Source: an optimization exercise on an open RTL-to-GDS flow (aim: a short achievable clock period and few clock cycles). Production flows keep margins and buffers that such runs may drop. Where RTL was checked, it was by simulation tests only, not by an equivalence proof against the original. The clock port is modelled as an ideal driver, which makes a skipped or thinned clock tree look cheaper than it is; a real chip needs a root buffer or a tree. Power figures rest on the tool's default switching activity, not on a simulated workload.

== the baseline ==
Design arm, start of the top module:
module arm (
    input  logic        clk, rst,
    input  logic [31:0] Instr,
    input  logic [31:0] ReadData,
    output logic [31:0] WriteData,
    output logic [31:0] PC, ALUResult,
    output logic        MemWrite
);
    logic [29:0] PCF;
    logic [3:0]       btb_v;
    logic [3:0][7:0]  btb_tag;    
    logic [3:0][9:0]  btb_tgt;    
    logic [31:0] InstrD;
    logic [29:0] PCD, PCD4, PCD8;     
    logic        validD;
    logic        validE;
    logic [3:0]  CondE;
    logic        RegWriteE, MemtoRegE, SubE, AndE, OrrE;
    logic        FlagNZE, FlagCVE;
    logic [3:0]  WA3E;
    logic [31:0] SrcAE, SrcBE;
    logic        FwdAE;                   
    logic        FwdBE, FwdBpE, FwdBnE;   
    logic [3:0]  FlagsReg;                
    logic [31:0] MemAddrE, WDataE;        
    logic        MemWrE;
    logic [31:0] ResM;
    logic [3:0]  WA3M;
    logic        RegWriteM;
    assign PC        = {PCF, 2'b00};
    assign ALUResult = MemAddrE;
  ...
Size: about 4600 cells after synthesis, about 960 flip-flops, about 160 I/O pins, about 56000 µm² of cells after synthesis.
export LEC_CHECK = 0
export ABC_CLOCK_PERIOD_IN_PS = 4000
export CAP_MARGIN = 20
export CORE_MARGIN = 2
export CORE_UTILIZATION = 40
export SLEW_MARGIN = 20
create_clock -name core_clock -period 16.0 [get_ports {clk}]
standard.sh (not shown) runs the stock make flow with config.mk's settings and CLKGATE_MAP_FILE= SYNTH_SCRIPT=/design/flow/synth_recipe.tcl, a recipe that flattens the netlist after the stock synthesis.
==> flow/flow/run.sh <==
#!/bin/bash
# The standard ORFS layout (standard.sh), with three changes:
# - repair_timing is asked to leave SETUP_SLACK_MARGIN ns of setup slack
#   beyond the clock period, so that gates on the critical paths are sized and
#   buffered for speed;
# - it may swap a cell for one of another footprint (MATCH_CELL_FOOTPRINT=0),
#   so that slow port buffers can be replaced;
# - the clock tree is a balanced two-level tree built by flow/mycts.tcl
#   (hooked in with PRE_CTS_TCL) instead of TritonCTS's three-level tree.
# The clock, the SDC, the floorplan, power grid and every other step are
# unchanged. standard.sh's output goes to standard.log; each ORFS step's own
# log is under orfs/logs/.
set -euo pipefail
export SETUP_SLACK_MARGIN="${MARGIN:-12.5}"
export PRE_CTS_TCL="$PWD/flow/cts_hook.tcl"
bash standard.sh MATCH_CELL_FOOTPRINT=0 finish > standard.log 2>&1
Other scripts of this flow, unchanged in this note and not shown: flow/flow/cts_hook.tcl, flow/flow/mycts.tcl
Testbench counts of the baseline, summed over its fixed seeds: cycles 32,721.
Input-level comparison between the candidate and the baseline:
# the baseline
export LEC_CHECK = 0
export ABC_CLOCK_PERIOD_IN_PS = 4000
export CAP_MARGIN = 20
export CORE_MARGIN = 2
export CORE_UTILIZATION = 40
export SLEW_MARGIN = 20
create_clock -name core_clock -period 16.0 [get_ports {clk}]
# the candidate
export LEC_CHECK = 0
export ABC_CLOCK_PERIOD_IN_PS = 4000
export CAP_MARGIN = 20
export CORE_MARGIN = 2
export CORE_UTILIZATION = 55
export SLEW_MARGIN = 20
create_clock -name core_clock -period 16.0 [get_ports {clk}]
diff --git a/flow/flow/run.sh b/flow/flow/run.sh
--- a/flow/flow/run.sh
+++ b/flow/flow/run.sh
@@ -2 +2 @@
-# The standard ORFS layout (standard.sh), with three changes:
+# The standard ORFS layout (standard.sh), with four changes:
@@ -7,0 +8,3 @@
+# - synthesis leaves adders to ABC as plain logic (ADDER_MAP_FILE empty),
+#   instead of mapping them to the library's full- and half-adder cells,
+#   whose carry chains ABC cannot restructure; registers are unchanged;
@@ -16 +19 @@
-bash standard.sh MATCH_CELL_FOOTPRINT=0 finish > standard.log 2>&1
+bash standard.sh MATCH_CELL_FOOTPRINT=0 ADDER_MAP_FILE= finish > standard.log 2>&1
Results
- Against the baseline, cell count after synthesis in the candidate rose slightly.
- Average wire per standard cell for the candidate is higher than for the baseline.
- When the candidate is measured against the baseline, its sequential portion of the cell area turns out 0.35 points lower.
- The baseline completed; timing, DRC and antenna clean
- In summary, the candidate completed successfully, with a layout that passed the timing, DRC and antenna checks.
- The overall die width in the candidate sits 15% below the value recorded for the baseline.
- For number of different library cells in the post-synthesis netlist, dividing the value from the baseline by the value from the candidate gives 0.925.
- The maximum clock frequency of the candidate is higher than that of the baseline.
No run of this note takes its clock network from TritonCTS; it comes from the design's own scripts or RTL.

* * *

Setup of rev 12:
arm, a different RTL version from the one above (not shown whole).
Size in the first run: about 4600 cells after synthesis, ~990 flip-flops, ~160 I/O pins, about 0.056 mm² of cells after synthesis.
export LEC_CHECK = 0
export ABC_CLOCK_PERIOD_IN_PS = 4000
export CAP_MARGIN = 20
export CORE_MARGIN = 2
export CORE_UTILIZATION = 40
export SLEW_MARGIN = 20
create_clock -name core_clock -period 16.0 [get_ports {clk}]
==> flow/flow/run.sh <==
#!/bin/bash
# The standard ORFS layout (standard.sh), with four changes:
# - repair_timing is asked to leave SETUP_SLACK_MARGIN ns of setup slack
#   beyond the clock period, so that gates on the critical paths are sized and
#   buffered for speed;
# - it may swap a cell for one of another footprint (MATCH_CELL_FOOTPRINT=0),
#   so that slow port buffers can be replaced;
# - synthesis leaves adders to ABC as plain logic (ADDER_MAP_FILE empty),
#   instead of mapping them to the library's full- and half-adder cells,
#   whose carry chains ABC cannot restructure; registers are unchanged;
# - the clock tree is a balanced two-level tree built by flow/mycts.tcl
#   (hooked in with PRE_CTS_TCL) instead of TritonCTS's three-level tree.
# The clock, the SDC, the floorplan, power grid and every other step are
# unchanged. standard.sh's output goes to standard.log; each ORFS step's own
# log is under orfs/logs/.
set -euo pipefail
export SETUP_SLACK_MARGIN="${MARGIN:-11.9}"
export PRE_CTS_TCL="$PWD/flow/cts_hook.tcl"
bash standard.sh MATCH_CELL_FOOTPRINT=0 ADDER_MAP_FILE= finish > standard.log 2>&1
Other scripts of this flow, unchanged in this note and not shown: flow/flow/cts_hook.tcl, flow/flow/mycts.tcl
What rev 13 does differently from rev 12 at the input level:
-- flow/flow/run.sh --
<<< rev 12, line 16
set -euo pipefail
export SETUP_SLACK_MARGIN="${MARGIN:-11.9}"
export PRE_CTS_TCL="$PWD/flow/cts_hook.tcl"
>>> rev 13, line 16
set -euo pipefail
export SETUP_SLACK_MARGIN="${MARGIN:-12.5}"
export PRE_CTS_TCL="$PWD/flow/cts_hook.tcl"
Results
Delta (rev 13 minus rev 12): overall power of the completed layout saw an increase, global-route usage saw an increase, worst slack on hold paths saw little to no change, via count saw an increase. | time the worst path needs with I/O delays and setup | higher: rev 13 |. [compare] base=rev 12 new=rev 13: worst setup slack after layout fell 76 ps, part of the cycle the worst path needs has increased, cell internal power dissipation +about 1.4%.
Function was not checked in any run of this note: the RTL went through the layout flow alone. In every run of this note, the design's own scripts or RTL, not TritonCTS, make the clock network.

* * *

arm with an RTL version that a note above also has.
For scale: roughly 4600 cells after synthesis, ~56000 um^2 of cells after synthesis.
// arm
module arm (
    input  logic        clk, rst,
    input  logic [31:0] Instr,
    input  logic [31:0] ReadData,
    output logic [31:0] WriteData,
    output logic [31:0] PC, ALUResult,
    output logic        MemWrite
);
    logic [29:0] PCF;
    logic [3:0]       btb_v;
    logic [3:0][7:0]  btb_tag;    
    logic [3:0][9:0]  btb_tgt;    
    logic [31:0] InstrD;
    logic [29:0] PCD, PCD4, PCD8;     
    logic        validD;
    logic        validE;
    logic [3:0]  CondE;
    logic        RegWriteE, MemtoRegE, SubE, AndE, OrrE;
    logic        FlagNZE, FlagCVE;
    logic [3:0]  WA3E;
    logic [31:0] SrcAE, SrcBE;
    logic        FwdAE;                   
    logic        FwdBE, FwdBpE, FwdBnE;   
    logic [3:0]  FlagsReg;                
    logic [31:0] MemAddrE, WDataE;        
    logic        MemWrE;
    logic [31:0] ResM;
    logic [3:0]  WA3M;
    logic        RegWriteM;
    assign PC        = {PCF, 2'b00};
    assign ALUResult = MemAddrE;
    assign WriteData = WDataE;
    assign MemWrite  = MemWrE;
    logic rstq;
    always_ff @(posedge clk) rstq <= rst;
    function automatic logic cond_pass(input logic [3:0] c, input logic [3:0] f);
        logic n, z, cf, v;
        {n, z, cf, v} = f;
        case (c)
            4'h0: cond_pass = z;
            4'h1: cond_pass = ~z;
  ...
clock: 16.0 ns
lec_check: 0
abc_clock_period_in_ps: 1000
cap_margin: 20
core_margin: 2
core_utilization: 40
slew_margin: 20
==> flow/flow/run.sh <==
#!/bin/bash
# The standard ORFS layout (standard.sh), with three changes:
# - repair_timing is asked to leave SETUP_SLACK_MARGIN ns of setup slack
#   beyond the clock period, so that gates on the critical paths are sized and
#   buffered for speed;
# - it may swap a cell for one of another footprint (MATCH_CELL_FOOTPRINT=0),
#   so that slow port buffers can be replaced;
# - the clock tree is a balanced two-level tree built by flow/mycts.tcl
#   (hooked in with PRE_CTS_TCL) instead of TritonCTS's three-level tree.
# The clock, the SDC, the floorplan, power grid and every other step are
# unchanged. standard.sh's output goes to standard.log; each ORFS step's own
# log is under orfs/logs/.
set -euo pipefail
export SETUP_SLACK_MARGIN="${MARGIN:-12.5}"
export PRE_CTS_TCL="$PWD/flow/cts_hook.tcl"
bash standard.sh MATCH_CELL_FOOTPRINT=0 finish > standard.log 2>&1
Other scripts of this flow, unchanged in this note and not shown: flow/flow/cts_hook.tcl, flow/flow/mycts.tcl
Testbench counts at the start, summed over its fixed seeds: cycles 32,721.
==> next run, changes <==
==> flow/flow/run.sh (replaced) <==
#!/bin/bash
# The standard ORFS layout (standard.sh), with four changes:
# - repair_timing is asked to leave SETUP_SLACK_MARGIN ns of setup slack
#   beyond the clock period, so that gates on the critical paths are sized and
#   buffered for speed;
# - it may swap a cell for one of another footprint (MATCH_CELL_FOOTPRINT=0),
#   so that slow port buffers can be replaced;
# - synthesis leaves adders to ABC as plain logic (ADDER_MAP_FILE empty),
#   instead of mapping them to the library's full- and half-adder cells,
#   whose carry chains ABC cannot restructure; registers are unchanged;
# - the clock tree is a balanced two-level tree built by flow/mycts.tcl
#   (hooked in with PRE_CTS_TCL) instead of TritonCTS's three-level tree.
# The clock, the SDC, the floorplan, power grid and every other step are
# unchanged. standard.sh's output goes to standard.log; each ORFS step's own
# log is under orfs/logs/.
set -euo pipefail
export SETUP_SLACK_MARGIN="${MARGIN:-12.5}"
export PRE_CTS_TCL="$PWD/flow/cts_hook.tcl"
bash standard.sh MATCH_CELL_FOOTPRINT=0 ADDER_MAP_FILE= finish > standard.log 2>&1
- ABC_CLOCK_PERIOD_IN_PS: 1000 -> 4000
Result: Total power is lower by 2.1%; wire length went up by 6.4%; via count goes up by 4.9%.
No run of this note takes its clock network from TritonCTS; it comes from the design's own scripts or RTL.

[static timing again, ports no longer ideal]
The flow's constraints put no driver on any port. The routed layouts listed below were extracted and timed again, unchanged, in two steps. Step 1, drivers: a clkbuf_16 drives clk and a buf_2 each remaining input, both assumed. Step 2 adds t to the input delays and takes it off the output delays; t is the mean of the earliest and latest rising clock arrival at the registers after step 1. Input paths then give back, and output paths get back, about the clock's delay inside the block. Slacks: no drivers / after step 1 / after step 2; pairs: no drivers / after step 1.
run	t (ns)	setup slack, ns	slew at the worst register clock pin (ns)	pins driven straight from the clock port
the baseline	0.622	11.651 / 11.488 / 11.732	0.11 / 0.11	4
the candidate	0.634	11.755 / 11.581 / 11.814	0.12 / 0.12	4
rev 12	0.661	11.718 / 11.543 / 11.343	0.11 / 0.11	4
rev 13	0.628	11.642 / 11.572 / 11.642	0.10 / 0.10	4
the first run of note 3	0.622	11.651 / 11.488 / 11.732	0.11 / 0.11	4
the second run of note 3	0.621	11.772 / 11.605 / 11.660	0.10 / 0.10	4
After both steps every run listed still meets setup and hold. The setup slack of rev 12, which loses most, moves by -0.175 ns with the drivers and by -0.375 ns with both steps.
